This design comes from an exercise in tuning for small area on the open sky130 flow, not from production work. RTL that was checked went through simulation tests only; none was proved equivalent to the original. Function not checked in run 9: the RTL went through the layout flow alone. No driver is modelled on the clock port, so clocking that relies on it looks cheaper here than on a real chip. Power and IR drop assume default switching activity.

**design/flow/flow/run.sh**
```bash
#!/bin/bash
# Layout flow: the standard ORFS flow (standard.sh), with these changes:
#  - synthesis maps the logic with an area-oriented ABC script
#    (flow/abc_area.script) in place of ORFS's delay-oriented one, and does
#    not map adders to half/full-adder cells (ADDER_MAP_FILE empty). The
#    registers are mapped by dfflibmap before ABC runs, exactly as in the
#    standard synthesis, so they keep their names and cells;
#  - the port buffers are the smallest buffer cell (buf_1);
#  - clock tree synthesis uses the arguments in flow/cts_args (no dummy
#    loads; buffers as listed there).
# Everything else (floorplan, power grid, tap cells, placement, routing) is
# ORFS's unchanged. make's full output goes to flow_make.log in this folder;
# ORFS writes each tool's own log under orfs/logs/.
set -euo pipefail
here=$(pwd)
rm -rf "$here/scripts_abc"
cp -r "$FLOW_HOME/scripts" "$here/scripts_abc"
cp "$here/flow/abc_area.script" "$here/scripts_abc/abc_area.script"
cts_args=$(cat "$here/flow/cts_args")
bash standard.sh SCRIPTS_DIR="$here/scripts_abc" ABC_AREA=1 ADDER_MAP_FILE= \
  BUFFER_PORTS_ARGS="-buffer_cell sky130_fd_sc_hd__buf_1" \
  CTS_ARGS="$cts_args" finish > "$here/flow_make.log" 2>&1
```
**design/flow/flow/abc_area.script**
```
strash
&get -n
&st
&dch -f
&nf -a -R 1000 -F 4 -A 4 -C 32
&put
strash
&get -n
&st
&dch -f
&nf -a -R 1000 -F 4 -A 4 -C 32
&put
topo
```
**design/flow/flow/cts_args**
```
-sink_clustering_enable -repair_clock_nets -buf_list sky130_fd_sc_hd__clkbuf_4 -root_buf sky130_fd_sc_hd__clkbuf_8 -dont_use_dummy_load -sink_buffer_max_cap_derate 0.5
```
**design/flow/standard.sh**
```bash
#!/bin/bash
# synth_recipe.tcl (not shown) runs the flow's synth.tcl, then flattens the netlist and writes it again
# the make line also repeats each setting of config.mk as NAME=value (left out here)
make -C /OpenROAD-flow-scripts/flow DESIGN_CONFIG=/design/flow/config.mk WORK_HOME=/design/flow/orfs CLKGATE_MAP_FILE= SYNTH_SCRIPT=/design/flow/synth_recipe.tcl "${@:-finish}"
```
**design/flow/config.mk**
```make
export PLATFORM = sky130hd
export DESIGN_NAME = digi_clock
export DESIGN_NICKNAME = digi_clock
export VERILOG_FILES = /design/flow/design.v
export SDC_FILE = /design/flow/constraint.sdc
export NUM_CORES = 4
export LEC_CHECK = 0
export ABC_AREA = 1
export CAP_MARGIN = 20
export CORE_MARGIN = 2
export CORE_UTILIZATION = 70
export SLEW_MARGIN = 20
```
**design/flow/constraint.sdc**
```tcl
create_clock -name core_clock -period 10.0 [get_ports {clk}]
set_input_delay 2.0000 -clock core_clock [delete_from_list [all_inputs] [get_ports {clk}]]
set_output_delay 2.0000 -clock core_clock [all_outputs]
set_load 0.01 [all_outputs]
```
**design/flow/design.v**
```verilog
`timescale 1ns / 1ps
module digi_clock ( clk, sw, btn, seg, Led, an );
input clk ;
input [7:0] sw ;
input [3:0] btn ;
output [4:1] Led ;
output [7:0] seg ;
output [3:0] an ;
wire rst  = btn[3] ;
wire load = btn[2] ;
wire hp   = btn[1] ;
wire mp   = btn[0] ;
reg [8:0] t ;
wire tick10 = t[8] & t[7] & t[3] & t[2] & t[1] & t[0] ;    
always @(posedge clk)
  if (rst | tick10) t <= 9'd0 ;
  else              t <= t + 9'd1 ;
wire [1:0] cnt = t[3:2] ;
reg [3:0] d ;
wire d_last = d[3] & d[0] ;             
wire tick1  = tick10 & d[3] & d[0] & ~d[1] ;
always @(posedge clk)
  if (rst)          d <= 4'b1011 ;
  else if (tick10)  d <= d_last ? {3'b000, d[1]} : d + 4'd1 ;
wire blink = d[0] ;
wire [4:0] ren = {sw[4:1], sw[7]} ;
wire em = tick10 & mp ;
wire eh = tick10 & ~mp & hp ;
wire [5:0] rm0, rm1, rm2, rm3, rm4 ;
wire [4:0] rh0, rh1, rh2, rh3, rh4 ;
hm_reg r0 (.clk(clk), .rst(rst), .em(em & ren[0]), .eh(eh & ren[0]), .m(rm0), .h(rh0)) ;
hm_reg r1 (.clk(clk), .rst(rst), .em(em & ren[1]), .eh(eh & ren[1]), .m(rm1), .h(rh1)) ;
hm_reg r2 (.clk(clk), .rst(rst), .em(em & ren[2]), .eh(eh & ren[2]), .m(rm2), .h(rh2)) ;
hm_reg r3 (.clk(clk), .rst(rst), .em(em & ren[3]), .eh(eh & ren[3]), .m(rm3), .h(rh3)) ;
hm_reg r4 (.clk(clk), .rst(rst), .em(em & ren[4]), .eh(eh & ren[4]), .m(rm4), .h(rh4)) ;
reg [5:0] cs, cm ;
reg [4:0] ch ;
wire s59 = cs[5] & cs[4] & cs[3] & cs[1] & cs[0] ;
wire m59 = cm[5] & cm[4] & cm[3] & cm[1] & cm[0] ;
wire h23 = ch[4] & ch[2] & ch[1] & ch[0] ;
wire ld  = sw[7] & load ;
wire cz  = rst | (tick1 & s59 & m59 & h23) ;
wire sz  = cz | (tick1 & (ld | s59)) ;
wire mz  = cz | (tick1 & ~ld & s59 & m59) ;
always @(posedge clk) begin
  if (sz)         cs <= 6'd0 ;
  else if (tick1) cs <= cs + 6'd1 ;
  if (mz)         cm <= 6'd0 ;
  else if (tick1 & ld) cm <= rm0 ;
  else if (tick1 & s59) cm <= cm + 6'd1 ;
  if (cz)         ch <= 5'd0 ;
  else if (tick1 & ld) ch <= rh0 ;
  else if (tick1 & s59 & m59) ch <= ch + 5'd1 ;
end
wire any_en = |sw[4:1] ;
wire c0 = ~cnt[1] & ~cnt[0] ;
wire c1 = ~cnt[1] &  cnt[0] ;
wire c2 =  cnt[1] & ~cnt[0] ;
wire c3 =  cnt[1] &  cnt[0] ;
wire e3 =  sw[4] & ~sw[3] & ~sw[2] & ~sw[1] ;
wire e2 = ~sw[4] &  sw[3] & ~sw[2] & ~sw[1] ;
wire e1 = ~sw[4] & ~sw[3] &  sw[2] & ~sw[1] ;
wire k0 = any_en ? ~(e1 | e2 | e3) : c0 ;
wire k1 = any_en ? e1 : c1 ;
wire k2 = any_en ? e2 : c2 ;
wire k3 = any_en ? e3 : c3 ;
wire [5:0] am = ({6{k0}} & rm1) | ({6{k1}} & rm2) | ({6{k2}} & rm3) | ({6{k3}} & rm4) ;
wire [4:0] ah = ({5{k0}} & rh1) | ({5{k1}} & rh2) | ({5{k2}} & rh3) | ({5{k3}} & rh4) ;
wire ring = ~any_en & sw[5] & (blink | ~sw[6]) & (am == cm) & (ah == ch) ;
assign Led[1] = ring & c0 ;
assign Led[2] = ring & c1 ;
assign Led[3] = ring & c2 ;
assign Led[4] = ring & c3 ;
wire dS = sw[7] ;
wire dA = ~sw[7] & any_en ;
wire dC = ~sw[7] & ~any_en ;
wire dSm = dS & ~cnt[1] ;
wire dSh = dS &  cnt[1] ;
wire dAm = dA & ~cnt[1] ;
wire dAh = dA &  cnt[1] ;
wire dCs = dC &  sw[0] & ~cnt[1] ;
wire dCm = dC & (sw[0] ~^ cnt[1]) ;
wire dCh = dC & ~sw[0] &  cnt[1] ;
wire [5:0] v = ({6{dSm}} & rm0) | ({6{dSh}} & {1'b0, rh0}) |
               ({6{dAm}} & am)  | ({6{dAh}} & {1'b0, ah})  |
               ({6{dCs}} & cs)  | ({6{dCm}} & cm) | ({6{dCh}} & {1'b0, ch}) ;
reg [3:0] hex ;
always @(*) begin
  if (cnt[0]) hex = v / 6'd10 ;
  else        hex = v % 6'd10 ;
end
assign an = ~(4'b0001 << cnt) ;
reg [6:0] sg ;
always @(*)
  case (hex)
    4'd1: sg = 7'b1111001 ;
    4'd2: sg = 7'b0100100 ;
    4'd3: sg = 7'b0110000 ;
    4'd4: sg = 7'b0011001 ;
    4'd5: sg = 7'b0010010 ;
    4'd6: sg = 7'b0000010 ;
    4'd7: sg = 7'b1111000 ;
    4'd8: sg = 7'b0000000 ;
    4'd9: sg = 7'b0010000 ;
    default: sg = 7'b1000000 ;
  endcase
assign seg = {1'b1, sg} ;
endmodule
module hm_reg ( clk, rst, em, eh, m, h ) ;
input clk, rst, em, eh ;
output reg [5:0] m ;
output reg [4:0] h ;
wire mz = rst | (em & m[5] & m[4] & m[3] & m[1] & m[0]) ;    
wire hz = rst | (eh & h[4] & h[2] & h[1] & h[0]) ;           
always @(posedge clk) begin
  if (mz)      m <= 6'd0 ;
  else if (em) m <= m + 6'd1 ;
  if (hz)      h <= 5'd0 ;
  else if (eh) h <= h + 5'd1 ;
end
endmodule
```
==> results of run 1 <==
-- flip-flops by register name (all words and copies together), names as in the netlist --
register and flops:
r1.m 6, r2.h 5, r0.m 6, r4.h 5, d 4, cm 6, r1.h 5, r3.m 6
cs 6, t 9, ch 5, r0.h 5, r3.h 5, r2.m 6, r4.m 6
-- placed cells by master, fill, tap and decap left out, drive strengths merged, types with 5 or more instances in the layout --
cell type / instances
o21ai: 21
a41o: 5
nor3: 41
a21boi: 12
nor2b: 7
nand3: 12
a21oi: 46
clkbuf: 10
and3: 27
a22oi: 11
a222oi: 14
and4: 8
nand2b: 6
nand2: 28
buf: 30
dfxtp: 85
a221oi: 8
a31oi: 10
and2: 12
clkinv: 5
nor2: 73
xnor2: 19
-- layer usage --
metal / track usage / vias to the layer above
li1: - / 1963
met5: 0 / -
met4: 0.120 / 0
met2: 0.577 / 209
met3: 0.0989 / 23
met1: 0.408 / 1902
-- layout make-up --
class / instances / area [um^2] / area share
multi-input cells: 402 / 2360 / 0.533
flip-flops and latches: 85 / 1700 / 0.385
repair buffers: 31 / 133 / 0.0300
clock buffers: 9 / 124 / 0.0280
well taps: 72 / 90.1 / 0.0204
inverters: 5 / 18.8 / 0.00424
-- stage by stage --
stage / setup WS (ns) / utilization / area (um^2) / hold WS, ns / cells
after CTS: 0.952 / 0.794 / 4420 / 0.473 / 604
after global placement: 1.25 / 0.771 / 4300 / 0.440 / 595
after floorplan: 1.41 / - / 4080 / 0.429 / 493
after global routing: 0.651 / 0.794 / 4420 / 0.498 / 604
final: 1.12 / 0.794 / 4420 / 0.472 / 604
after detailed placement: 0.983 / 0.771 / 4300 / 0.454 / 595
-- worst max-delay path: stages --
cell and delay (ns):
buf_1 0.20, nor4_1 0.32, buf_4 0.21, a21boi_1 0.25, a222oi_1 0.43, a21boi_0 0.42
o2111ai_1 0.15, nor2_1 0.21, a21oi_1 0.16, xnor2_1 0.18, nor2_1 0.15, clkinv_1 0.10
a21o_1 0.23, xnor2_1 0.24, nand2_1 0.13, a21boi_0 0.37, nor3_1 0.09, o22ai_1 0.14
mux2i_1 0.17, and2_0 0.21, a211o_1 0.25, nor2_1 0.11, buf_1 0.18
-- how the worst max path moves through the flow --
| stage | startpoint | to | slack [ns] | cells past startpoint |
|---|---|---|---|---|
| after global placement | sw[1] | seg[6] | 1.25 | 22 |
| after global routing | sw[2] | seg[5] | 0.65 | 22 |
| after floorplan | sw[2] | seg[6] | 1.41 | 19 |
| after CTS | sw[1] | seg[6] | 0.95 | 22 |
| after detailed placement | sw[1] | seg[6] | 0.98 | 22 |
| final | sw[1] | seg[0] | 1.12 | 23 |
-- kinds of logic (layout without fill, tap and decap cells) --
group                     Yosys count  in the layout  synth area share
and+or+nand+nor                   228            228             0.277
AOI/OAI and AO/OA                 149            149             0.246
DFF                                85             85             0.417
xor gates and xnor gates           23             23            0.0494
buffers and inverters               6             45           0.00644
other                               1              1          0.000920
muxes                               1              1           0.00245
-- power breakdown --
| group | switching (mW) | total, mW | internal (mW) |
|---|---|---|---|
| combinational | 0.0180 | 0.0250 | 0.00693 |
| clock | 0.106 | 0.186 | 0.0805 |
| sequential | 0.00152 | 0.341 | 0.339 |
| total | 0.125 | 0.552 | 0.427 |
==> impl_metrics.ini, run 1 <==
[clock_tree]
cts_resized = 0
cts_tree = built
ctsHoldBuffers = 0
clkLatencyLatePin_ns = 0.36
ctsHtreeMaxLevel = 3
cts_setup_buffers = 0
cts.path.max_buffers = 2
clk_pin_slew_ns = 0.07
cts_root_buf = clkbuf_8
numCtsBuffers = 9
cts.sinks = 85

[grt]
grt.overflow.total = 0
grt_start_max_net_pins = 41
grt_usage = 0.339
grt_pass1_wl_mm = 16.9
antenna_found_initial = 0
grt_pass1_vias = 3654

[sta]
clock_skew_ns = 0.0199
setup_viol = 0
worstMarginPinSlew_ns = 0.893
rsz0062_at_grt = false
fin_crit_sh = 0.888
relSlewSlack = 0.405
slew_viol_final = 0
layout_min_cycle_time_ns = 8.88
fmax_mhz = 113
hold_violations = 0
setup_tns_ns = 0

[worst_setup_path]
worst-path-max-fanout = 11
critical_path_required_ns = 8.00
arrival_ns = 6.88
worstReg2RegStart = t[2]
worstSetupStartpointType = input pin
critPathKind = input pin to output port
r2r-end = cm[0]
crit_path_end_kind = output port
r2r.worst_path.cells = 11
regToRegSetupSlack_ns = 5.90

[floorplan]
ios = 29
rows = 27
initial_core_util = 0.732
dieHeight_um = 80.3
die-area_um2 = 6450
design.core.area_um2 = 5570
die_width_um = 80.3

[routing]
wl_met2_mm = 5.10
drc_errors = 0
routedWlPerCell_um = 17.6
viasPerCell = 6.78
routed_wl_mm = 10.6
postRouteAntennaNets = 0
first_iter_violations = 372
highest_layer = met4
route.vias.total = 4097
wl_met1_mm = 4.33
dr.pass1.iters = 5
route.met3.wl_um = 941

[synthesis]
syn_inst = 493
ys_warn_count = 2
async_flop_share = 0
synth_seq_cells = 85
postSynthAreaPerCell_um2 = 8.27
yosysMostFrequentCell = dfxtp_1
ys_types = 41
synth_common_cells = dfxtp_1, nor2_1, a21oi_1
synth_area_um2 = 4080
synth_top_area_frac = 0.417
synth_flop_cell = dfxtp_1
yosys.area.top_type = dfxtp_1
synth_area_leaders = dfxtp_1, nor2_1, a21oi_1
synth_seq_area_share = 0.417
synth_edf_count = 0
synth_nets = 506

[finish]
fillCellCount = 382
num_antenna_cells = 0
nets = 547
area_growth_pct = 8.50
layout-drive-gt1-share = 0.0282

[placement]
io_buffer_count = 27
dp_hpwl_mm = 7.64
place.gp.congestion = 0.904

[min_path]
worst_hold_path.endpoint = t[0]
hp-class = flip-flop to flip-flop
hp-start = t[0]
min_path_cells = 1

[status]
status = finished clean

[pwr]
powerDensity_nw_per_um2 = 125
total_power_uw = 552
p_leak_nw = 1.57
irDropWorstVdd_v = 0.000147

[job]
max_cap_viol_count = 0
==> inputs of run 2 (changes only) <==
==> design/flow/flow/run.sh (replaced) <==
#!/bin/bash
# Layout flow: the standard ORFS flow (standard.sh), with these changes:
#  - synthesis maps the logic with area-oriented ABC scripts in place of
#    ORFS's delay-oriented one: it synthesizes once with each of
#    flow/abc*.script and keeps the script whose netlist has the smallest
#    cell area (ties: the first). Adders are not mapped to half/full-adder
#    cells (ADDER_MAP_FILE empty). The registers are mapped by dfflibmap
#    before ABC runs, exactly as in the standard synthesis, so they keep
#    their names and cells;
#  - the port buffers are the smallest buffer cell (buf_1);
#  - clock tree synthesis uses the arguments in flow/cts_args (no dummy
#    loads; buffers as listed there).
# Everything else (floorplan, power grid, tap cells, placement, routing) is
# ORFS's unchanged. make's full output goes to flow_make*.log in this
# folder; ORFS writes each tool's own log under orfs/logs/.
set -euo pipefail
here=$(pwd)
cts_args=$(cat "$here/flow/cts_args")
stat_file="$here/orfs/reports/sky130hd/digi_clock/base/synth_stat.txt"
best=""; best_area=""
for s in "$here"/flow/abc*.script; do
  n=$(basename "$s" .script)
  rm -rf "$here/scripts_abc" "$here/orfs"
  cp -r "$FLOW_HOME/scripts" "$here/scripts_abc"
  cp "$s" "$here/scripts_abc/abc_area.script"
  bash standard.sh SCRIPTS_DIR="$here/scripts_abc" ABC_AREA=1 ADDER_MAP_FILE= \
    synth > "$here/flow_make_synth_$n.log" 2>&1 || continue
  a=$(awk '/Chip area for module/{print $NF}' "$stat_file" | tail -1)
  echo "$n $a" >> "$here/synth_areas.txt"
  if [[ -z "$best" ]] || awk -v a="$a" -v b="$best_area" 'BEGIN{exit !(a < b)}'; then
    best="$s"; best_area="$a"
  fi
done
echo "chosen: $(basename "$best") $best_area" >> "$here/synth_areas.txt"
rm -rf "$here/scripts_abc" "$here/orfs"
cp -r "$FLOW_HOME/scripts" "$here/scripts_abc"
cp "$best" "$here/scripts_abc/abc_area.script"
bash standard.sh SCRIPTS_DIR="$here/scripts_abc" ABC_AREA=1 ADDER_MAP_FILE= \
  BUFFER_PORTS_ARGS="-buffer_cell sky130_fd_sc_hd__buf_1" \
  CTS_ARGS="$cts_args" finish > "$here/flow_make.log" 2>&1
==> design/flow/flow/abc1.script (new file) <==
strash
&get -n
&st
&dch -f
&nf -a -R 1000 -F 4 -A 4 -C 32
&put
strash
&get -n
&st
&dch -f
&nf -a -R 1000 -F 4 -A 4 -C 32
&put
topo
==> design/flow/flow/abc2.script (new file) <==
strash
&get -n
&st
&dch -f
&nf -a -R 1000 -F 6 -A 6 -C 24
&put
strash
&get -n
&st
&dch -f
&nf -a -R 1000 -F 6 -A 6 -C 24
&put
topo
==> design/flow/flow/abc3.script (new file) <==
strash
&get -n
&st
&dch -f
&nf -a -R 1000 -F 4 -A 4 -C 32
&put
strash
&get -n
&st
&dch -f
&nf -a -R 1000 -F 4 -A 4 -C 32
&put
strash
&get -n
&st
&dch -f
&nf -a -R 1000 -F 4 -A 4 -C 32
&put
topo
==> design/flow/flow/abc4.script (new file) <==
strash
&get -n
&st
&dc2
&dch -f
&nf -a -R 1000 -F 4 -A 4 -C 32
&put
strash
&get -n
&st
&dch -f
&nf -a -R 1000 -F 4 -A 4 -C 32
&put
topo
==> design/flow/flow/abc5.script (new file) <==
strash
&get -n
&st
&dch -f
&nf -a -R 1000 -F 4 -A 4 -C 32
&put
topo
==> design/flow/flow/abc6.script (new file) <==
strash
&get -n
&st
&dch -f
&nf -p -a -R 1000 -F 4 -A 4 -C 32
&put
topo
==> design/flow/flow/cts_args (replaced) <==
-sink_clustering_enable -repair_clock_nets -buf_list sky130_fd_sc_hd__clkbuf_8 -dont_use_dummy_load
removed: design/flow/flow/abc_area.script
==> impl_metrics.ini, run 2 <==
[finish]
layout_common_cells = dfxtp_1, nor2_1, a21oi_1, nor3_1, and3_1
top_register = t
multi_input_area_um2 = 2340
final_common_cell = dfxtp_1
area_growth_pct = 8.56
ff_latch_area_um2 = 1700
layout-drive-gt1-share = 0.0260
num_antenna_cells = 0
nets = 554
design_area_um2 = 4410
fillCellCount = 383
largest_reg_flops = 9

[sta]
clock_skew_ns = 0.0212
hold_violations = 0
layout_min_cycle_time_ns = 9.48
fin_crit_sh = 0.948
fmax_mhz = 106
timing.final.ws_setup_ns = 0.522
worstMarginPinSlew_ns = 1.00
hold_ws_ns = 0.469
relSlewSlack = 0.325
setup_tns_ns = 0
rsz0062_at_grt = false
setup_viol = 0
slew_viol_final = 0

[worst_setup_path]
critical_path_required_ns = 8.00
worstSetupStartpoint = sw[1]
critPathKind = input pin to output port
worstReg2RegStart = t[2]
worst-path-max-fanout = 11
worstSetupStartpointType = input pin
cp-endpoint = seg[6]
arrival_ns = 7.48
r2r-end = cm[0]
r2r.worst_path.cells = 9
cp_slowest_cell = a21boi_0
crit_path_end_kind = output port
regToRegSetupSlack_ns = 5.87
max_stage_delay_ns = 0.40

[clock_tree]
cts_resized = 0
numCtsBuffers = 9
cts.path.max_buffers = 2
cts_tree = built
ctsHtreeMaxLevel = 3
cts.sinks = 85
cts_setup_buffers = 0
clk_pin_slew_ns = 0.08
ctsHoldBuffers = 0
clkLatencyLatePin_ns = 0.36
cts_root_buf = clkbuf_8

[floorplan]
dieHeight_um = 80.2
die-area_um2 = 6430
die_width_um = 80.2
ios = 29
rows = 27
design.core.area_um2 = 5540
initial_core_util = 0.733

[grt]
grt_pass1_vias = 3731
grt.overflow.total = 0
grt_start_max_net_pins = 36
grt_pass1_wl_mm = 17.4
grt_usage = 0.346
antenna_found_initial = 0

[routing]
dr.pass1.iters = 7
route.vias.total = 4189
viasPerCell = 6.86
first_iter_violations = 570
drc_errors = 0
routed_wl_mm = 10.7
routedWlPerCell_um = 17.5
postRouteAntennaNets = 0

[placement]
place_area_um2 = 4290
place.gp.congestion = 0.958
io_buffer_count = 27
place_ws_ns = 0.769
dp_hpwl_mm = 7.66

[synthesis]
yosys.area.top_type = dfxtp_1
synth_flop_cell = dfxtp_1
syn_inst = 499
async_flop_share = 0
ys_types = 41
yosysMostFrequentCell = dfxtp_1
synth_compound_area_frac = 0.254
postSynthAreaPerCell_um2 = 8.14
ys_warn_count = 2
synth_area_leaders = dfxtp_1, nor2_1, a21oi_1
synth_top_area_frac = 0.419
synth_common_cells = dfxtp_1, nor2_1, a21oi_1
synth_nets = 512
synthSimpleGateAreaFrac = 0.274
synth_seq_cells = 85
synth_xor_area_frac = 0.0410
synthAdderAreaFrac = 0
synth_seq_area_share = 0.419
synth_area_um2 = 4060
synthMuxAreaShare = 0.00493
synth_edf_count = 0
synth_top_family_by_area = simple AND/OR/NAND/NOR gates

[min_path]
hp-class = flip-flop to flip-flop

[pwr]
p_sw_frac = 0.232
p_int_uw = 427
p_leak_nw = 1.65
irDropWorstVdd_v = 0.000113
p_seq_frac = 0.612
comb_power_share = 0.049
clkPwrFrac = 0.338
netSwitchingPower_uw = 129
powerDensity_nw_per_um2 = 126
total_power_uw = 556

[status]
status = finished clean

[job]
max_cap_viol_count = 0
run 2: changes by cell type after synthesis, moves of 4 or more:
cell      change
and3_1        +6
a222oi_1      +4
o21a_1        +8
and4_1        -7
a221oi_1      -4
o21ai_0       +5
a31oi_1       -6
a22oi_1       -4
a21oi_1       +8
xnor2_1       -7
nor2_1        +5
run 2: worst min path at each step:
stage / from / to / slack (ns) / cells past startpoint
6_report: t[0] / t[0] / 0.47 / 1
5_1_grt: t[0] / t[0] / 0.49 / 1
4_1_cts: t[4] / t[4] / 0.47 / 1
2_1_floorplan: t[8] / t[8] / 0.43 / 2
3_3_place_gp: t[8] / t[8] / 0.44 / 2
3_5_place_dp: t[0] / t[0] / 0.46 / 1
run 2: kinds of logic after synthesis:
logic type             count (synthesis)
AND/OR/NAND/NOR                      231
multiplexers                           2
buffers and inverters                  6
AO/OA/AOI/OAI                        155
XOR/XNOR                              19
flip-flops                            85
other                                  1
run 2: layout make-up:
type | count | area share
Clock buffer | 9 | 0.0281
Inverter | 5 | 0.00426
Multi-Input combinational cell | 408 | 0.530
Sequential cell | 85 | 0.386
Tap cell | 72 | 0.0204
Timing Repair Buffer | 32 | 0.0315
run 2: routing by layer:
metal / part of all wire / track usage / routed length [um]
met5: 0 / 0 / 0
met1: 0.42 / 0.457 / 4500
met2: 0.45 / 0.562 / 4870
met3: 0.093 / 0.0618 / 993
met4: 0.032 / 0.136 / 345
run 2: power groups by stage:
stage	combinational (mW)	sequential [mW]	clock [mW]
after CTS	0.0268	0.341	0.187
after global routing	0.0299	0.341	0.199
after detailed placement	0.0267	0.348	0
after floorplan	0.0140	0.348	0
after global placement	0.0256	0.348	0
final	0.0275	0.341	0.188
run 2: critical path, delay by kind of cell:
| family | cells | cell delay (ns) |
|---|---|---|
| AO/OA/AOI/OAI | 10 | 2.54 |
| XOR/XNOR | 2 | 0.50 |
| buffers and inverters | 5 | 0.92 |
| AND/OR/NAND/NOR | 10 | 1.52 |
run 2: through the flow:
stage | util | cells
after floorplan | - | 499
after global placement | 0.773 | 602
after detailed placement | 0.773 | 602
after CTS | 0.796 | 611
after global routing | 0.796 | 611
final | 0.796 | 611
==> inputs of run 3 (changes only) <==
--- a/design/flow/flow/run.sh
+++ b/design/flow/flow/run.sh
@@ -10,7 +10,2 @@
 #  - the port buffers are the smallest buffer cell (buf_1);
-#  - clock tree synthesis uses the arguments in flow/cts_args (no dummy
-#    loads; buffers as listed there).
-# Everything else (floorplan, power grid, tap cells, placement, routing) is
-# ORFS's unchanged. make's full output goes to flow_make*.log in this
-# folder; ORFS writes each tool's own log under orfs/logs/.
 set -euo pipefail
@@ -39,2 +34,2 @@
   BUFFER_PORTS_ARGS="-buffer_cell sky130_fd_sc_hd__buf_1" \
-  CTS_ARGS="$cts_args" finish > "$here/flow_make.log" 2>&1
+  CTS_ARGS="$cts_args" POST_CTS_TCL="$here/flow/post_cts.tcl" finish > "$here/flow_make.log" 2>&1
==> design/flow/flow/post_cts.tcl (new file) <==
proc clk_slew_max {} {
  set mx 0
  foreach p [get_pins -hierarchical */CLK] {
    set s [get_property $p slew_max]
    if {$s > $mx} { set mx $s }
  }
  return $mx
}
set limit 0.112
set sizes {sky130_fd_sc_hd__clkbuf_1 sky130_fd_sc_hd__clkbuf_2 sky130_fd_sc_hd__clkbuf_4}
estimate_parasitics -placement
puts "post_cts: clock slew before [clk_slew_max]"
foreach i [get_cells *] {
  set m [get_property $i ref_name]
  if {$m ne "sky130_fd_sc_hd__clkbuf_8" && $m ne "sky130_fd_sc_hd__clkbuf_16"} { continue }
  set n [get_full_name $i]
  if {![string match clkbuf_* $n]} { continue }
  foreach c $sizes {
    replace_cell $i $c
    estimate_parasitics -placement
    if {[clk_slew_max] <= $limit} {
      puts "post_cts: $n $m -> $c"
      set m ""
      break
    }
  }
  if {$m ne ""} { replace_cell $i $m ; estimate_parasitics -placement }
}
puts "post_cts: clock slew after [clk_slew_max]"
--- a/design/flow/config.mk
+++ b/design/flow/config.mk
@@ -10,3 +10,4 @@
 export CORE_MARGIN = 2
-export CORE_UTILIZATION = 70
+export CORE_UTILIZATION = 78
+export PLACE_DENSITY = 0.88
 export SLEW_MARGIN = 20
==> impl_metrics.ini, run 3 <==
[sta]
slew_viol_final = 0
fin_crit_sh = 0.938
layout_min_cycle_time_ns = 9.38
worstMarginPinSlew_ns = 0.992
fmax_mhz = 107
rsz0062_at_grt = false
relSlewSlack = 0.331
setup_tns_ns = 0
setup_viol = 0
hold_violations = 0
clock_skew_ns = 0.0393
timing.final.ws_setup_ns = 0.621

[worst_setup_path]
worst-path-max-fanout = 11
regToRegSetupSlack_ns = 5.88
critical_path_required_ns = 8.00
critPathKind = input pin to output port
worstSetupStartpointType = input pin
crit_path_end_kind = output port
arrival_ns = 7.38

[routing]
postRouteAntennaNets = 0
viasPerCell = 7.07
routed_wl_mm = 10.9
first_iter_violations = 656
routedWlPerCell_um = 18.0
dr.pass1.iters = 10
drc_errors = 0
route.vias.total = 4308

[placement]
io_buffer_count = 27
dp_hpwl_mm = 7.65
place_ws_ns = 0.760
place.gp.congestion = 1.02
place_inst = 600

[floorplan]
ios = 29
initial_core_util = 0.800
dieHeight_um = 76.2
die_width_um = 76.2
die-area_um2 = 5800
rows = 26
design.core.area_um2 = 5070

[synthesis]
yosys.area.top_type = dfxtp_1
syn_inst = 499
postSynthAreaPerCell_um2 = 8.14
synth_area_um2 = 4060
yosysMostFrequentCell = dfxtp_1
synth_edf_count = 0
ys_warn_count = 2
async_flop_share = 0
synth_seq_area_share = 0.419
synth_seq_cells = 85
ys_types = 41
synth_area_leaders = dfxtp_1, nor2_1, a21oi_1
synth_flop_cell = dfxtp_1
synth_top_area_frac = 0.419
synth_common_cells = dfxtp_1, nor2_1, a21oi_1
synth_nets = 512

[pwr]
irDropWorstVdd_v = 0.000111
p_leak_nw = 1.64
p_int_uw = 402
p_seq_frac = 0.646
powerDensity_nw_per_um2 = 121
netSwitchingPower_uw = 126
clkPwrFrac = 0.301
p_sw_frac = 0.239
comb_power_share = 0.053

[grt]
gr-usage-met3 = 0.0711
grt_pass1_wl_mm = 18.4
grt.overflow.total = 0
globalRouteMet1Util = 0.495
grt_pass1_vias = 3961
antenna_found_initial = 0
grt_start_max_net_pins = 36
grt_usage = 0.391
busiest_layer = met2
grtUsageMet2 = 0.646

[clock_tree]
clk_pin_slew_ns = 0.10
cts_tree = built
clkLatencyLatePin_ns = 0.81
cts.sinks = 85

[job]
max_cap_viol_count = 0

[min_path]
hp-class = flip-flop to flip-flop

[finish]
largest_reg_flops = 9
layout_common_cells = dfxtp_1, nor2_1, a21oi_1, nor3_1, and3_1
fin_cells = 609
num_antenna_cells = 0
area_growth_pct = 7.64
layout-drive-gt1-share = 0.0241
fillCellCount = 310
final_common_cell = dfxtp_1
nets = 554
top_register = t

[status]
status = finished clean
[run 3: cell counts after synthesis]
No cell type changed its count.
[run 3: power groups by stage]
stage	clock [mW]	combinational (mW)	sequential (mW)
after floorplan	0	0.0140	0.348
after global placement	0	0.0254	0.348
after detailed placement	0	0.0263	0.348
after global routing	0.170	0.0303	0.341
final	0.159	0.0279	0.341
[run 3: per-layer routing]
layer	share of wire	up-vias
met5	0	-
met3	0.11	62
met4	0.042	0
met2	0.46	331
met1	0.39	1946
li1	-	1969
[run 3: area by class of cell]
type | instances | area, um^2 | share of cell area
Tap cell | 70 | 87.6 | 0.0200
Inverter | 5 | 18.8 | 0.00429
Clock buffer | 9 | 88.8 | 0.0203
Timing Repair Buffer | 32 | 139 | 0.0318
Multi-Input combinational cell | 408 | 2340 | 0.534
Sequential cell | 85 | 1700 | 0.389
[run 3: critical path, stage by stage]
cell and delay (ns):
buf_1 0.21, nor4_1 0.35, buf_4 0.21, a21boi_0 0.10
buf_4 0.19, a222oi_1 0.29, a21boi_0 0.41, o21ai_0 0.14
a221o_1 0.27, a311oi_1 0.39, nand2_1 0.11, nand2_1 0.13
xor2_1 0.25, nor2_1 0.10, o21ai_0 0.24, nor2b_1 0.24
xor2_1 0.13, and2_0 0.16, nor2_1 0.13, nor3_1 0.08
nor2_1 0.11, nor2_1 0.06, a21oi_1 0.35, clkinv_1 0.20
nor2_1 0.19, nor2_1 0.08, nor2_1 0.10, buf_1 0.15
[run 3: through the flow]
stage	hold WS [ns]	util	instance area (um^2)	power [mW]
after global placement	0.445	0.844	4280	0.374
after global routing	0.498	0.861	4370	0.541
after detailed placement	0.451	0.844	4280	0.375
after floorplan	0.429	-	4060	0.362
final	0.482	0.861	4370	0.528
[run 3: cell families (layout without fill, tap and decap cells)]
logic type	after synthesis	in the layout	synth area share
other	1	1	0.000923
flip-flops	85	85	0.419
AO/OA/AOI/OAI	155	155	0.254
AND/OR/NAND/NOR	231	231	0.274
multiplexers	2	2	0.00493
buffers and inverters	6	46	0.00647
XOR/XNOR	19	19	0.0410
[run 3: worst paths after layout]
path            from  cells past startpoint      to
max            sw[1]                     28  seg[3]
min          r0.h[0]                      2   ch[0]
max reg2reg     t[2]                      9   cm[3]
min reg2reg  r0.h[0]                      2   ch[0]
==> inputs of run 4 (changes only) <==
--- a/design/flow/config.mk
+++ b/design/flow/config.mk
@@ -10,4 +10,3 @@
 export CORE_MARGIN = 2
-export CORE_UTILIZATION = 78
-export PLACE_DENSITY = 0.88
+export CORE_UTILIZATION = 70
 export SLEW_MARGIN = 20
==> impl_metrics.ini, run 4 <==
[placement]
place.gp.congestion = 0.958
dp_hpwl_mm = 7.66
place_ws_ns = 0.769
io_buffer_count = 27

[worst_setup_path]
critical_path_required_ns = 8.00
worst-path-buf-inv = 5
arrival_ns = 7.43
regToRegSetupSlack_ns = 5.89
worstSetupStartpointType = input pin
critical_path.top_delay_family = compound AO/OA/AOI/OAI gates
cp_slowest_cell = o21ai_0
worst-path-max-fanout = 11
max_stage_delay_ns = 0.40
crit_path_end_kind = output port
critPathKind = input pin to output port

[finish]
largest_reg_flops = 9
area_growth_pct = 7.70
ff_latch_area_um2 = 1700
top_register = t
final_common_cell = dfxtp_1
fillCellCount = 390
layout_common_cells = dfxtp_1, nor2_1, a21oi_1, nor3_1, and3_1
nets = 554
multi_input_area_um2 = 2340
num_antenna_cells = 0
layout-drive-gt1-share = 0.0241

[floorplan]
ios = 29
die-area_um2 = 6430
dieHeight_um = 80.2
rows = 27
die_width_um = 80.2
initial_core_util = 0.733
design.core.area_um2 = 5540

[synthesis]
ys_warn_count = 2
synth_common_cells = dfxtp_1, nor2_1, a21oi_1
synth_flop_cell = dfxtp_1
synth_seq_area_share = 0.419
synth_seq_cells = 85
async_flop_share = 0
syn_inst = 499
synth_nets = 512
yosysMostFrequentCell = dfxtp_1
synth_top_area_frac = 0.419
yosys.area.top_type = dfxtp_1
synth_area_leaders = dfxtp_1, nor2_1, a21oi_1
postSynthAreaPerCell_um2 = 8.14
synth_area_um2 = 4060
synth_edf_count = 0
ys_types = 41

[routing]
first_iter_violations = 579
postRouteAntennaNets = 0
route.vias.total = 4204
routed_wl_mm = 10.7
drc_errors = 0
dr.pass1.iters = 9
routedWlPerCell_um = 17.5
viasPerCell = 6.88

[pwr]
p_leak_nw = 1.64
powerDensity_nw_per_um2 = 120
irDropWorstVdd_v = 0.000113

[grt]
antenna_found_initial = 0
grt_usage = 0.346
grt_pass1_wl_mm = 17.4
grt_start_max_net_pins = 36
grt_pass1_vias = 3722
grt.overflow.total = 0

[sta]
setup_tns_ns = 0
rsz0062_at_grt = false
fmax_mhz = 106
layout_min_cycle_time_ns = 9.43
slew_viol_final = 0
setup_viol = 0
hold_violations = 0
relSlewSlack = 0.289
worstMarginPinSlew_ns = 1.06
timing.final.ws_setup_ns = 0.566
fin_crit_sh = 0.943
clock_skew_ns = 0.0381

[min_path]
hp-class = flip-flop to flip-flop

[clock_tree]
cts.sinks = 85
cts_tree = built
clkLatencyLatePin_ns = 0.82
clk_pin_slew_ns = 0.11

[job]
max_cap_viol_count = 0

[status]
status = finished clean
[run 4: cell counts after synthesis]
Identical to the previous run, type by type.
[run 4: worst reg2reg max path: stages (launching register included)]
cell,delay (ns)
dfxtp_1,0.62
and3_1,0.27
and2_0,0.27
and3_1,0.34
and3_1,0.26
nor2b_1,0.50
nand4_1,0.30
nor4_1,0.96
or2_0,0.41
a221oi_1,0.10
[run 4: final cells by class]
class | instances | share of cell area
clock buffers | 9 | 0.0203
inverters | 5 | 0.00429
multi-input cells | 408 | 0.534
flip-flops and latches | 85 | 0.389
well taps | 72 | 0.0206
repair buffers | 32 | 0.0318
[run 4: worst paths after layout]
check,startpoint,end,cells after the start
hold / removal,r0.h[0],ch[0],2
setup reg to reg,t[2],cm[0],9
setup / recovery,sw[1],seg[6],27
hold reg to reg,r0.h[0],ch[0],2
[run 4: metrics by stage]
step / hold slack [ns] / power (mW) / util / std cells / instance area, um^2
after detailed placement: 0.457 / 0.375 / 0.773 / 602 / 4290
after global routing: 0.479 / 0.542 / 0.790 / 611 / 4370
after floorplan: 0.429 / 0.362 / - / 499 / 4060
final: 0.466 / 0.527 / 0.790 / 611 / 4370
after global placement: 0.444 / 0.374 / 0.773 / 602 / 4290
[run 4: routing by layer]
| metal | vias to the layer above | track usage | share of wire |
|---|---|---|---|
| met2 | 286 | 0.563 | 0.46 |
| met3 | 39 | 0.0584 | 0.11 |
| met1 | 1909 | 0.459 | 0.40 |
| met4 | 0 | 0.132 | 0.031 |
| li1 | 1970 | - | - |
| met5 | - | 0 | 0 |
[run 4: logic make-up after synthesis]
| logic type | count (synthesis) | share of synthesized area |
|---|---|---|
| xor+xnor | 19 | 0.0410 |
| simple gates | 231 | 0.274 |
| buf+inv | 6 | 0.00647 |
| flops | 85 | 0.419 |
| other cells | 1 | 0.000923 |
| mux | 2 | 0.00493 |
| compound gates | 155 | 0.254 |
[run 4: where the power goes]
group	leakage, nW	internal [mW]	switching, mW
Clock	0.0483	0.0550	0.104
Combinational	0.904	0.00768	0.0199
Sequential	0.685	0.339	0.00154
Total	1.64	0.402	0.125
==> inputs of run 5 (changes only) <==
--- a/design/flow/config.mk
+++ b/design/flow/config.mk
@@ -8,5 +8,5 @@
 export ABC_AREA = 1
-export CAP_MARGIN = 20
+export CAP_MARGIN = 0
 export CORE_MARGIN = 2
 export CORE_UTILIZATION = 70
-export SLEW_MARGIN = 20
+export SLEW_MARGIN = 0
==> impl_metrics.ini, run 5 <==
[finish]
layout_common_cells = dfxtp_1, nor2_1, a21oi_1, nor3_1, and3_1
multi_input_area_um2 = 2340
ff_latch_area_um2 = 1700
fillCellCount = 390
fin_cells = 611
nets = 554
final_common_cell = dfxtp_1
num_antenna_cells = 0
top_register = t
largest_reg_flops = 9
area_growth_pct = 7.70
post-route-util = 0.790
layout-drive-gt1-share = 0.0241

[sta]
fin_crit_sh = 0.944
rsz0062_at_grt = false
worstMarginPinSlew_ns = 1.10
setup_tns_ns = 0
setup_viol = 0
relSlewSlack = 0.259
layout_min_cycle_time_ns = 9.44
fmax_mhz = 106
slew_viol_final = 0
clock_skew_ns = 0.0401
hold_violations = 0

[synthesis]
synth_flop_cell = dfxtp_1
synth_area_leaders = dfxtp_1, nor2_1, a21oi_1
syn_inst = 499
yosysMostFrequentCell = dfxtp_1
ys_warn_count = 2
postSynthAreaPerCell_um2 = 8.14
synth_common_cells = dfxtp_1, nor2_1, a21oi_1
synth_top_area_frac = 0.419
synth_area_um2 = 4060
ys_types = 41
async_flop_share = 0
synth_nets = 512
synth_seq_cells = 85
synth_edf_count = 0
yosys.area.top_type = dfxtp_1
synth_seq_area_share = 0.419

[clock_tree]
cts.sinks = 85
cts_tree = built
clkLatencyLatePin_ns = 0.82
clk_pin_slew_ns = 0.11

[pwr]
total_power_uw = 527
powerDensity_nw_per_um2 = 120
p_leak_nw = 1.64
irDropWorstVdd_v = 0.000113

[placement]
place.gp.congestion = 0.958
io_buffer_count = 27
dp_hpwl_mm = 7.66
place_inst = 602

[worst_setup_path]
r2r.worst_path.cells = 9
r2r-end = cm[0]
regToRegSetupSlack_ns = 5.96
arrival_ns = 7.44
critical_path_required_ns = 8.00
worst-path-max-fanout = 11
critPathKind = input pin to output port
worstSetupStartpointType = input pin
worstReg2RegStart = t[2]
crit_path_end_kind = output port

[routing]
viasPerCell = 6.88
dr.pass1.iters = 9
drc_errors = 0
first_iter_violations = 579
routed_wl_mm = 10.7
routedWlPerCell_um = 17.5
postRouteAntennaNets = 0
route.vias.total = 4205

[floorplan]
initial_core_util = 0.733
die_width_um = 80.2
rows = 27
ios = 29
dieHeight_um = 80.2
design.core.area_um2 = 5540
die-area_um2 = 6430

[grt]
grt_start_max_net_pins = 36
grt.overflow.total = 0
grt_usage = 0.346
grt_pass1_vias = 3722
antenna_found_initial = 0
grt_pass1_wl_mm = 17.4

[status]
status = finished clean

[min_path]
min_path_cells = 2
hp-class = flip-flop to flip-flop
hp-start = r0.h[0]
worst_hold_path.endpoint = ch[0]

[job]
max_cap_viol_count = 0
run 5: worst max-delay path: stages:
cell       delay, ns
buf_1           0.19
nor4_1          0.31
buf_4           0.20
a2111oi_1       0.09
buf_4           0.20
a222oi_1        0.33
a21boi_0        0.39
o21ai_0         0.15
a221o_1         0.27
a311oi_1        0.39
nand2_1         0.10
nand2_1         0.13
xor2_1          0.24
nor2_1          0.10
o21ai_0         0.20
nor2b_1         0.24
xor2_1          0.25
and2_0          0.18
nor2_1          0.07
nor3_1          0.22
o21ai_0         0.14
o21ai_0         0.40
clkinv_1        0.17
nand2_1         0.11
nand2_1         0.07
a21oi_1         0.11
buf_1           0.16
run 5: per-layer routing:
layer / vias to the layer above / track usage / wire length [um]
met3: 36 / 0.0584 / 1070
li1: 1971 / - / -
met4: 0 / 0.132 / 257
met5: - / 0 / 0
met1: 1932 / 0.459 / 4360
met2: 266 / 0.563 / 4990
run 5: worst max-delay path by stage:
stage	startpoint	to	depth (start not counted)
5_1_grt	sw[1]	seg[6]	27
6_report	sw[1]	seg[6]	27
3_5_place_dp	sw[1]	seg[6]	27
3_3_place_gp	sw[2]	seg[6]	27
2_1_floorplan	sw[2]	seg[6]	23
run 5: kinds of logic (layout without fill, tap and decap cells):
kind of cell | Yosys count | after routing | share of synthesized area
other cells | 1 | 1 | 0.000923
mux | 2 | 2 | 0.00493
flops | 85 | 85 | 0.419
buf+inv | 6 | 46 | 0.00647
simple gates | 231 | 231 | 0.274
compound gates | 155 | 155 | 0.254
xor+xnor | 19 | 19 | 0.0410
run 5: power by group:
| part | total (mW) | internal (mW) | switching [mW] | leakage, nW |
|---|---|---|---|---|
| Combinational | 0.0273 | 0.00765 | 0.0197 | 0.904 |
| Clock | 0.159 | 0.0550 | 0.104 | 0.0483 |
| Sequential | 0.341 | 0.339 | 0.00155 | 0.685 |
| Total | 0.527 | 0.402 | 0.125 | 1.64 |
run 5: stage by stage:
step / setup WS [ns] / area, um^2 / hold slack (ns)
floorplan: 1.14 / 4060 / 0.429
global placement: 1.16 / 4290 / 0.444
detailed placement: 0.769 / 4290 / 0.457
global route: 0.107 / 4370 / 0.479
finish: 0.556 / 4370 / 0.465
run 5: cell type report:
| cell class | count | area share |
|---|---|---|
| inverters | 5 | 0.00429 |
| multi-input cells | 408 | 0.534 |
| clock buffers | 9 | 0.0203 |
| well taps | 72 | 0.0206 |
| flip-flops and latches | 85 | 0.389 |
| repair buffers | 32 | 0.0318 |
==> inputs of run 6 (changes only) <==
--- a/design/flow/config.mk
+++ b/design/flow/config.mk
@@ -11,2 +11,3 @@
 export CORE_UTILIZATION = 70
+export GPL_TIMING_DRIVEN = 0
 export SLEW_MARGIN = 0
==> impl_metrics.ini, run 6 <==
[worst_setup_path]
worst-path-max-fanout = 11
worstReg2RegStart = t[2]
crit_top_cell = nand2_1
critical_path_required_ns = 8.00
cp_slowest_cell = a2111oi_2
crit_path_end_kind = output port
worstSetupStartpoint = sw[1]
max_stage_delay_ns = 1.03
worstSetupStartpointType = input pin
arrival_ns = 7.37
critPathKind = input pin to output port

[synthesis]
synth_edf_count = 0
synth_common_cells = dfxtp_1, nor2_1, a21oi_1
synth_nets = 512
ys_types = 41
syn_inst = 499
synth_area_leaders = dfxtp_1, nor2_1, a21oi_1
yosysMostFrequentCell = dfxtp_1
async_flop_share = 0
synth_flop_cell = dfxtp_1
synth_seq_cells = 85
yosys.area.top_type = dfxtp_1
ys_warn_count = 2
postSynthAreaPerCell_um2 = 8.14
synth_seq_area_share = 0.419
synth_area_um2 = 4060
synth_top_area_frac = 0.419

[job]
max_cap_viol_count = 0

[sta]
fin_crit_sh = 0.937
rsz0062_at_grt = false
fmax_mhz = 107
layout_min_cycle_time_ns = 9.37
relSlewSlack = 0.255
timing.final.ws_setup_ns = 0.632
setup_viol = 0
hold_violations = 0
slew_viol_final = 0
clock_skew_ns = 0.0335
worstMarginPinSlew_ns = 1.11

[finish]
final_common_cell = dfxtp_1
layout-drive-gt1-share = 0.0261
num_antenna_cells = 0
ff_latch_area_um2 = 1700
top_register = t
area_growth_pct = 8.10
design_area_um2 = 4390
fin_cells = 608
largest_reg_flops = 9
multi_input_area_um2 = 2360
nets = 551
fillCellCount = 419
layout_common_cells = dfxtp_1, nor2_1, a21oi_1, nor3_1, and3_1

[floorplan]
ios = 29
die-area_um2 = 6430
initial_core_util = 0.733
rows = 27
design.core.area_um2 = 5540
die_width_um = 80.2
dieHeight_um = 80.2

[pwr]
irDropWorstVdd_v = 0.000112
clkPwrFrac = 0.312
powerDensity_nw_per_um2 = 122
p_int_uw = 410
netSwitchingPower_uw = 126
p_sw_frac = 0.235
comb_power_share = 0.052
p_seq_frac = 0.636
p_leak_nw = 1.63

[placement]
io_buffer_count = 27
place_area_um2 = 4270
place_inst = 598
place.gp.congestion = 0.932
dp_hpwl_mm = 7.36
place_ws_ns = -0.105

[min_path]
hp-class = flip-flop to flip-flop
hp-start = t[0]

[grt]
grt.overflow.total = 0
grt_usage = 0.336
grt_pass1_vias = 3685
grt_pass1_wl_mm = 16.9
antenna_found_initial = 0
grt_start_max_net_pins = 36

[clock_tree]
cts_tree = built
clk_pin_slew_ns = 0.08
cts.sinks = 85
clkLatencyLatePin_ns = 0.77

[routing]
route.vias.total = 4073
postRouteAntennaNets = 0
routedWlPerCell_um = 17.0
routed_wl_mm = 10.3
drc_errors = 0
first_iter_violations = 419
dr.pass1.iters = 6
viasPerCell = 6.70

[status]
status = finished clean
## run 6: cell counts after synthesis
Identical to the previous run, type by type.
## run 6: cell families after synthesis
kind of cell / Yosys count / share of synthesized area
other: 1 / 0.000923
xor gates and xnor gates: 19 / 0.0410
DFF: 85 / 0.419
muxes: 2 / 0.00493
and+or+nand+nor: 231 / 0.274
AOI/OAI and AO/OA: 155 / 0.254
buffers and inverters: 6 / 0.00647
## run 6: area by class of cell
class / instances / area share
Multi-Input combinational cell: 408 / 0.538
Sequential cell: 85 / 0.388
Timing Repair Buffer: 28 / 0.0251
Clock buffer: 9 / 0.0231
Tap cell: 72 / 0.0205
Inverter: 5 / 0.00427
Buffer: 1 / 0.00171
## run 6: power groups by stage
| stage | registers [mW] | clock network [mW] | logic (mW) |
|---|---|---|---|
| floorplan | 0.348 | 0 | 0.0140 |
| detailed placement | 0.349 | 0 | 0.0262 |
| global route | 0.341 | 0.182 | 0.0302 |
| global placement | 0.348 | 0 | 0.0250 |
| finish | 0.341 | 0.167 | 0.0277 |
## run 6: worst paths after layout
check        cells after the start      to  slack [ns]
min                              1    t[0]        0.47
max reg2reg                      9   cm[0]        5.86
max                             25  seg[6]        0.63
min reg2reg                      1    t[0]        0.47
## run 6: routing by layer
layer / global-route usage / up-vias / routed length, um
li1: - / 1958 / -
met1: 0.434 / 1883 / 4500
met2: 0.569 / 202 / 4870
met3: 0.0573 / 30 / 734
met4: 0.112 / 0 / 212
met5: 0 / - / 0
## run 6: critical path, delay by kind of cell
kind | cells | cell delay [ns]
simple gates | 10 | 1.28
buf+inv | 3 | 0.75
compound gates | 10 | 2.82
xor+xnor | 2 | 0.50
## run 6: through the flow
stage	setup TNS (ns)	hold slack, ns	utilization	total power [mW]
5_1_grt	0	0.513	0.792	0.553
3_5_place_dp	-0.288	0.454	0.771	0.375
2_1_floorplan	0	0.429	-	0.362
3_3_place_gp	-2.39	0.444	0.768	0.373
6_report	0	0.470	0.792	0.536
==> inputs of run 7 (changes only) <==
==> design/flow/flow/abc7.script (new file) <==
strash
&get -n
&st
&dch -f
&nf -a -R 1000 -F 6 -A 6 -C 24
&put
strash
&get -n
&st
&dch -f
&nf -a -R 1000 -F 6 -A 6 -C 24
&put
strash
&get -n
&st
&dch -f
&nf -a -R 1000 -F 6 -A 6 -C 24
&put
topo
==> design/flow/flow/abc8.script (new file) <==
strash
&get -n
&st
&dch -f
&nf -a -R 1000 -F 6 -A 6 -C 24 -E 0.5
&put
strash
&get -n
&st
&dch -f
&nf -a -R 1000 -F 6 -A 6 -C 24 -E 0.5
&put
topo
==> design/flow/flow/abc9.script (new file) <==
strash
&get -n
&st
&b
&dch -f
&nf -a -R 1000 -F 6 -A 6 -C 24
&put
strash
&get -n
&st
&dch -f
&nf -a -R 1000 -F 6 -A 6 -C 24
&put
topo
--- a/design/flow/config.mk
+++ b/design/flow/config.mk
@@ -8,6 +8,5 @@
 export ABC_AREA = 1
-export CAP_MARGIN = 0
+export CAP_MARGIN = 20
 export CORE_MARGIN = 2
 export CORE_UTILIZATION = 70
-export GPL_TIMING_DRIVEN = 0
-export SLEW_MARGIN = 0
+export SLEW_MARGIN = 20
==> impl_metrics.ini, run 7 <==
[sta]
rsz0062_at_grt = false
hold_violations = 0
setup_tns_ns = 0
slew_viol_final = 0
hold_ws_ns = 0.474
fmax_mhz = 116
setup_viol = 0
clock_skew_ns = 0.0452
relSlewSlack = 0.334
fin_crit_sh = 0.865
worstMarginPinSlew_ns = 0.989
layout_min_cycle_time_ns = 8.65
timing.final.ws_setup_ns = 1.35

[synthesis]
synth_seq_area_share = 0.422
synth_area_um2 = 4040
synth_area_leaders = dfxtp_1, a21oi_1, nor2_1
synth_edf_count = 0
synth_top_area_frac = 0.422
synth_flop_cell = dfxtp_1
synth_common_cells = dfxtp_1, a21oi_1, nor2_1
yosys.area.top_type = dfxtp_1
synth_seq_cells = 85
async_flop_share = 0
syn_inst = 491
synth_nets = 504
ys_warn_count = 2
ys_types = 37
yosysMostFrequentCell = dfxtp_1
postSynthAreaPerCell_um2 = 8.22

[placement]
dp_hpwl_mm = 7.64
place_area_um2 = 4260
io_buffer_count = 27
place.gp.congestion = 0.889
place_ws_ns = 1.14
place_inst = 593

[floorplan]
dieHeight_um = 79.9
die_width_um = 79.9
ios = 29
initial_core_util = 0.729
design.core.area_um2 = 5540
die-area_um2 = 6390
rows = 27

[pwr]
total_power_uw = 528
p_leak_nw = 1.57
p_seq_frac = 0.645
p_sw_frac = 0.238
powerDensity_nw_per_um2 = 121
clkPwrFrac = 0.301
irDropWorstVdd_v = 0.000145
comb_power_share = 0.054
p_int_uw = 402
netSwitchingPower_uw = 126

[grt]
grt.overflow.total = 0
antenna_found_initial = 0
grt_start_max_net_pins = 44
grt_pass1_wl_mm = 16.8
grt_pass1_vias = 3596
grt_usage = 0.340

[clock_tree]
cts_tree = built
clkLatencyLatePin_ns = 0.79
cts.sinks = 85
clk_pin_slew_ns = 0.08

[routing]
routed_wl_mm = 10.6
viasPerCell = 6.85
dr.pass1.iters = 9
routedWlPerCell_um = 17.5
postRouteAntennaNets = 0
route.vias.total = 4131
first_iter_violations = 433
drc_errors = 0

[job]
max_cap_viol_count = 0

[finish]
nets = 546
fin_cells = 603
final_common_cell = dfxtp_1
layout_common_cells = dfxtp_1, a21oi_1, nor2_1, nor3_1, and3_1
largest_reg_flops = 9
design_area_um2 = 4350
post-route-util = 0.785
layout-drive-gt1-share = 0.0264
area_growth_pct = 7.75
num_antenna_cells = 0
fillCellCount = 396
top_register = t

[worst_setup_path]
worst-path-max-fanout = 11
critical_path.top_delay_family = compound AO/OA/AOI/OAI gates
arrival_ns = 6.65
worstSetupStartpointType = input pin
worst-path-buf-inv = 4
crit_chain = buf_1, nor4_1, clkbuf_2, a2111oi_1, buf_4, a222oi_1, a21boi_0, o21ai_0, or2_0, and2_0, o21a_1, xnor2_1, nand2_1, and2_0, nor2_1, nor3_1, nor2_1, a311oi_1, a21oi_1, o21ai_0, a21oi_1, buf_1
crit_path_end_kind = output port
cp_slowest_cell = nor4_1
critPathKind = input pin to output port
critical_path_required_ns = 8.00
max_stage_delay_ns = 0.58

[status]
status = finished clean

[min_path]
hp-class = flip-flop to flip-flop
-- run 7: cell types whose count changed in the layout (fill, tap and decap cells not counted), moves of 3 or more --
cell | before | now
a21oi_1 | 54 | 66
a211oi_1 | 1 | 10
o21a_1 | 9 | 5
a2111oi_1 | 0 | 3
a22oi_1 | 7 | 10
and2_0 | 12 | 9
nor2b_1 | 4 | 7
nor2_1 | 78 | 56
nor4_1 | 1 | 5
o22ai_1 | 4 | 7
-- run 7: logic make-up (layout without fill, tap and decap cells) --
kind of cell | Yosys count | in the layout | synth area share
compound gates | 174 | 174 | 0.280
xor+xnor | 16 | 16 | 0.0347
buf+inv | 6 | 46 | 0.00651
flops | 85 | 85 | 0.422
other cells | 1 | 1 | 0.000929
simple gates | 209 | 209 | 0.256
-- run 7: layer usage --
layer  up-vias  GRT usage  wire (um)
met5         -          0          0
met4         0      0.137        264
met3        31     0.0543        840
met2       216      0.561       4980
met1      1915      0.443       4500
li1       1969          -          -
-- run 7: cell type report --
class,count,area [um^2],area share
repair buffers,32,138,0.0316
clock buffers,9,88.8,0.0204
multi-input cells,400,2310,0.532
inverters,5,18.8,0.00432
well taps,72,90.1,0.0207
flip-flops and latches,85,1700,0.391
-- run 7: final timing paths --
path / start / to / slack (ns) / depth (start not counted)
worst max-delay path: sw[1] / seg[0] / 1.35 / 22
worst min-delay path: t[4] / t[4] / 0.47 / 1
worst max register to register: t[2] / cm[2] / 6.14 / 10
worst min register to register: t[4] / t[4] / 0.47 / 1
-- run 7: power by group through the flow --
stage	Clock (mW)	Sequential [mW]	Combinational, mW
2_1_floorplan	0	0.348	0.0146
3_3_place_gp	0	0.348	0.0268
3_5_place_dp	0	0.349	0.0275
5_1_grt	0.173	0.341	0.0310
6_report	0.159	0.341	0.0285
==> inputs of run 8 (changes only) <==
--- a/design/flow/design.v
+++ b/design/flow/design.v
@@ -42,13 +42,15 @@
 wire cz  = rst | (tick1 & s59 & m59 & h23) ;
-wire sz  = cz | (tick1 & (ld | s59)) ;
+wire lz  = tick1 & ld ;
+wire sz  = cz | lz | (tick1 & s59) ;
 wire mz  = cz | (tick1 & ~ld & s59 & m59) ;
+wire ces = tick1 ;
+wire cem = tick1 & s59 ;
+wire ceh = tick1 & s59 & m59 ;
+wire [5:0] ts = {ces & (&cs[4:0]), ces & (&cs[3:0]), ces & (&cs[2:0]), ces & (&cs[1:0]), ces & cs[0], ces} ;
+wire [5:0] tm = {cem & (&cm[4:0]), cem & (&cm[3:0]), cem & (&cm[2:0]), cem & (&cm[1:0]), cem & cm[0], cem} ;
+wire [4:0] th = {ceh & (&ch[3:0]), ceh & (&ch[2:0]), ceh & (&ch[1:0]), ceh & ch[0], ceh} ;
 always @(posedge clk) begin
-  if (sz)         cs <= 6'd0 ;
-  else if (tick1) cs <= cs + 6'd1 ;
-  if (mz)         cm <= 6'd0 ;
-  else if (tick1 & ld) cm <= rm0 ;
-  else if (tick1 & s59) cm <= cm + 6'd1 ;
-  if (cz)         ch <= 5'd0 ;
-  else if (tick1 & ld) ch <= rh0 ;
-  else if (tick1 & s59 & m59) ch <= ch + 5'd1 ;
+  cs <= sz ? 6'd0 : cs ^ ts ;
+  cm <= mz ? 6'd0 : lz ? rm0 : cm ^ tm ;
+  ch <= cz ? 5'd0 : lz ? rh0 : ch ^ th ;
 end
==> impl_metrics.ini, run 8 <==
[synthesis]
synth_seq_cells = 85
synth_xor_area_frac = 0.0458
synthSimpleGateAreaFrac = 0.246
synth_top_family_by_area = compound AO/OA/AOI/OAI gates
synthAdderAreaFrac = 0
ys_types = 40
ys_warn_count = 2
synth_top_area_frac = 0.424
postSynthAreaPerCell_um2 = 8.31
synth_area_leaders = dfxtp_1, a21oi_1, nor2_1
yosys.area.top_type = dfxtp_1
synthMuxAreaShare = 0.00499
synth_flop_cell = dfxtp_1
yosysMostFrequentCell = dfxtp_1
syn_inst = 483
async_flop_share = 0
synth_area_um2 = 4010
synth_compound_area_frac = 0.272
synth_common_cells = dfxtp_1, nor2_1, a21oi_1
synth_nets = 496
synth_edf_count = 0
synth_seq_area_share = 0.424

[finish]
final_common_cell = dfxtp_1
area_growth_pct = 7.23
layout_common_cells = dfxtp_1, nor2_1, a21oi_1, nor3_1, and3_1
fin_cells = 593
num_antenna_cells = 0
layout-drive-gt1-share = 0.0230
multi_input_area_um2 = 2280
largest_reg_flops = 9
nets = 536
top_register = t
fillCellCount = 419
ff_latch_area_um2 = 1700

[floorplan]
dieHeight_um = 79.7
die_width_um = 79.7
design.core.area_um2 = 5510
ios = 29
rows = 27
die-area_um2 = 6350
initial_core_util = 0.729

[clock_tree]
clkLatencyLatePin_ns = 0.81
clk_pin_slew_ns = 0.09
cts_tree = built
cts.sinks = 85

[worst_setup_path]
worstSetupStartpoint = sw[2]
worstSetupStartpointType = input pin
critical_path.top_delay_family = simple AND/OR/NAND/NOR gates
worst-path-buf-inv = 3
crit_path_end_kind = output port
worst-path-max-fanout = 9
max_stage_delay_ns = 0.75
cp_slowest_cell = nor4_1
worstReg2RegStart = t[3]
arrival_ns = 6.75
critPathKind = input pin to output port
crit_chain = buf_1, nor4_1, nand2b_1, nor3b_1, a222oi_1, o21ai_0, nand2_1, xor2_1, nor2_1, o21ai_0, xnor2_1, nand2_1, and2_0, nor2_1, nor2b_1, o21ai_0, o21ai_0, clkinv_1, nand2_1, nand2_1, a21oi_1, buf_1
critical_path_required_ns = 8.00

[routing]
routed_wl_mm = 10.0
dr.pass1.iters = 5
drc_errors = 0
postRouteAntennaNets = 0
viasPerCell = 6.71
first_iter_violations = 439
routedWlPerCell_um = 16.9
route.vias.total = 3980

[min_path]
hp-start = t[6]
hp-class = flip-flop to flip-flop

[status]
status = finished clean

[job]
max_cap_viol_count = 0

[sta]
hold_violations = 0
worstMarginPinSlew_ns = 1.00
fin_crit_sh = 0.875
slew_viol_final = 0
setup_viol = 0
fmax_mhz = 114
clock_skew_ns = 0.0364
layout_min_cycle_time_ns = 8.75
setup_tns_ns = 0
relSlewSlack = 0.333
rsz0062_at_grt = false

[grt]
grt_pass1_wl_mm = 16.2
grt.overflow.total = 0
grt_start_max_net_pins = 48
antenna_found_initial = 0
grt_pass1_vias = 3537
grt_usage = 0.326

[pwr]
p_leak_nw = 1.57
irDropWorstVdd_v = 0.000167
powerDensity_nw_per_um2 = 121

[placement]
io_buffer_count = 27
dp_hpwl_mm = 7.22
place.gp.congestion = 0.946
place_inst = 584
-- run 8: cell types whose count changed after synthesis, sizes merged, moves of 4 or more --
cell     change
a2111oi      -4
a211oi      +10
a21oi        -8
a222oi       -4
nand2b       -4
nand3        -5
nor2         +7
-- run 8: cells by family after synthesis --
group                  count (synthesis)
other                                  1
AO/OA/AOI/OAI                        166
buffers and inverters                  6
XOR/XNOR                              21
multiplexers                           2
flip-flops                            85
AND/OR/NAND/NOR                      202
-- run 8: metrics by stage --
stage                util  hold WS (ns)  setup WS, ns  total power, mW  area (um^2)
detailed placement  0.766         0.458          1.30            0.376         4220
global placement    0.766         0.447          1.58            0.375         4220
floorplan               -         0.432          2.22            0.363         4010
global route        0.781         0.499         0.587            0.535         4300
finish              0.781         0.475          1.25            0.519         4300
-- run 8: power breakdown --
group | total (mW) | switching, mW | internal [mW]
clock | 0.150 | 0.0991 | 0.0508
sequential | 0.341 | 0.00159 | 0.339
combinational | 0.0280 | 0.0200 | 0.00794
total | 0.519 | 0.121 | 0.398
-- run 8: per-layer routing --
layer / up-vias / routed length (um) / global-route usage
li1: 1925 / - / -
met1: 1834 / 4370 / 0.425
met2: 195 / 4540 / 0.522
met3: 26 / 826 / 0.0814
met4: 0 / 284 / 0.126
met5: - / 0 / 0
-- run 8: path summary, 6_finish.rpt --
kind             to  slack [ns]  cells after the start
max          seg[6]        1.25                     22
min            t[6]        0.47                      1
max reg2reg   cm[0]        5.64                     13
min reg2reg    t[6]        0.47                      1
-- run 8: cell type report --
cell class                      instances  area share
Timing Repair Buffer                   30      0.0291
Multi-Input combinational cell        392       0.531
Clock buffer                            9      0.0192
Tap cell                               72      0.0209
Inverter                                5     0.00436
Sequential cell                        85       0.395
==> inputs of run 9 (changes only) <==
--- a/design/flow/design.v
+++ b/design/flow/design.v
@@ -88,7 +88,5 @@
                ({6{dCs}} & cs)  | ({6{dCm}} & cm) | ({6{dCh}} & {1'b0, ch}) ;
-reg [3:0] hex ;
-always @(*) begin
-  if (cnt[0]) hex = v / 6'd10 ;
-  else        hex = v % 6'd10 ;
-end
+wire [2:0] tens  = v / 6'd10 ;
+wire [5:0] units = v - {tens, 3'b000} - {2'b00, tens, 1'b0} ;
+wire [3:0] hex = cnt[0] ? {1'b0, tens} : units[3:0] ;
 assign an = ~(4'b0001 << cnt) ;
==> impl_metrics.ini, run 9 <==
[worst_setup_path]
crit_path_end_kind = output port
worstSetupStartpointType = input pin
critPathKind = input pin to output port
critical_path_required_ns = 8.00
arrival_ns = 7.26
worst-path-max-fanout = 11

[sta]
slew_viol_final = 0
rsz0062_at_grt = false
relSlewSlack = 0.317
timing.final.ws_setup_ns = 0.740
worstMarginPinSlew_ns = 1.01
hold_violations = 0
hold_ws_ns = 0.474
layout_min_cycle_time_ns = 9.26
clock_skew_ns = 0.0368
fin_crit_sh = 0.926
setup_viol = 0
setup_tns_ns = 0
fmax_mhz = 108

[finish]
fin_cells = 598
design_area_um2 = 4320
final_common_cell = dfxtp_1
post-route-util = 0.784
area_growth_pct = 7.88
fillCellCount = 416
layout-drive-gt1-share = 0.0266
nets = 541
largest_reg_flops = 9
num_antenna_cells = 0
layout_common_cells = dfxtp_1, a21oi_1, nor2_1, nor3_1, and3_1
top_register = t

[synthesis]
ys_types = 39
synth_nets = 499
yosysMostFrequentCell = dfxtp_1
yosys.area.top_type = dfxtp_1
postSynthAreaPerCell_um2 = 8.23
synth_flop_cell = dfxtp_1
async_flop_share = 0
synth_common_cells = dfxtp_1, a21oi_1, nor2_1
synth_top_area_frac = 0.425
synth_edf_count = 0
synth_area_leaders = dfxtp_1, a21oi_1, nor2_1
synth_area_um2 = 4000
synth_seq_area_share = 0.425
syn_inst = 486
ys_warn_count = 2
synth_seq_cells = 85

[pwr]
irDropWorstVdd_v = 0.000112
powerDensity_nw_per_um2 = 122
p_leak_nw = 1.60
total_power_uw = 526

[grt]
gr-usage-met3 = 0.0543
grtUsageMet2 = 0.560
grt.overflow.total = 0
grt_pass1_wl_mm = 16.1
grt_pass1_vias = 3558
busiest_layer = met2
globalRouteMet1Util = 0.412
antenna_found_initial = 0
grt_start_max_net_pins = 48
grt_usage = 0.326

[placement]
place_inst = 589
place_area_um2 = 4230
place.gp.congestion = 0.954
dp_hpwl_mm = 7.07
place_ws_ns = 0.910
io_buffer_count = 27

[clock_tree]
clkLatencyLatePin_ns = 0.78
cts.sinks = 85
cts_tree = built
clk_pin_slew_ns = 0.09

[floorplan]
die_width_um = 79.6
dieHeight_um = 79.6
design.core.area_um2 = 5510
ios = 29
rows = 27
initial_core_util = 0.727
die-area_um2 = 6340

[min_path]
hp-class = flip-flop to flip-flop

[routing]
dr.pass1.iters = 10
drc_errors = 0
first_iter_violations = 417
routed_wl_mm = 9.65
viasPerCell = 6.57
postRouteAntennaNets = 0
routedWlPerCell_um = 16.1
route.vias.total = 3928

[job]
max_cap_viol_count = 0

[status]
status = finished clean
==> run 9: cell types whose count changed in the layout (fill, tap and decap cells not counted), sizes merged, moves of 5 or more <==
| cell | change |
|---|---|
| a211oi | -14 |
| a21oi | +14 |
| o21a | +6 |
| and3 | +5 |
| o21ai | +5 |
==> run 9: cells by family after synthesis <==
kind of cell	count (synthesis)	share of synthesized area
AOI/OAI and AO/OA	176	0.280
xor gates and xnor gates	20	0.0438
buffers and inverters	4	0.00469
DFF	85	0.425
other	1	0.000937
and+or+nand+nor	200	0.246
==> run 9: cell type report <==
type | instances | area (um^2) | share of cell area
multi-input combinational | 397 | 2280 | 0.529
inverter | 3 | 11.3 | 0.00261
clock buffer | 9 | 88.8 | 0.0206
timing repair buffer | 32 | 140 | 0.0325
tap | 72 | 90.1 | 0.0209
sequential | 85 | 1700 | 0.394
==> run 9: final timing paths <==
kind	start	endpoint	slack [ns]	cells past startpoint
max	sw[1]	seg[6]	0.74	25
min	t[8]	t[8]	0.47	1
max reg2reg	t[2]	cs[1]	5.60	13
min reg2reg	t[8]	t[8]	0.47	1
==> run 9: power breakdown <==
| part | switching [mW] | total [mW] | internal (mW) |
|---|---|---|---|
| clock | 0.101 | 0.156 | 0.0550 |
| combinational | 0.0205 | 0.0291 | 0.00863 |
| sequential | 0.00158 | 0.341 | 0.339 |
| total | 0.123 | 0.526 | 0.403 |
==> run 9: worst max-delay path: stages <==
cell       delay (ns)
buf_1            0.21
nor4_1           0.31
buf_4            0.20
a2111oi_1        0.08
buf_4            0.20
a222oi_1         0.36
a21boi_0         0.40
nor2_1           0.09
a2111oi_0        0.85
nand2_1          0.16
nand2_1          0.14
xor2_1           0.10
o21a_1           0.24
nor2_1           0.22
nor2_1           0.08
xnor2_1          0.22
nor2_1           0.08
nor2_1           0.17
nor2_1           0.09
xor2_1           0.15
o21ai_0          0.42
a21o_1           0.15
nand2_1          0.06
a21oi_1          0.11
buf_1            0.16
==> run 9: metal layers <==
| metal | part of all wire | wire length (um) |
|---|---|---|
| met5 | 0 | 0 |
| met4 | 0.023 | 220 |
| met3 | 0.076 | 733 |
| met2 | 0.47 | 4570 |
| met1 | 0.43 | 4130 |

Re-timed with assumed drivers on the ports (clkbuf_16 on the clock, buf_2 on other inputs), run 9 has 0.719 ns of setup slack against 0.740 ns with ideal ports, and 0.719 ns once port delays also move by the mid clock arrival of 0.797 ns.
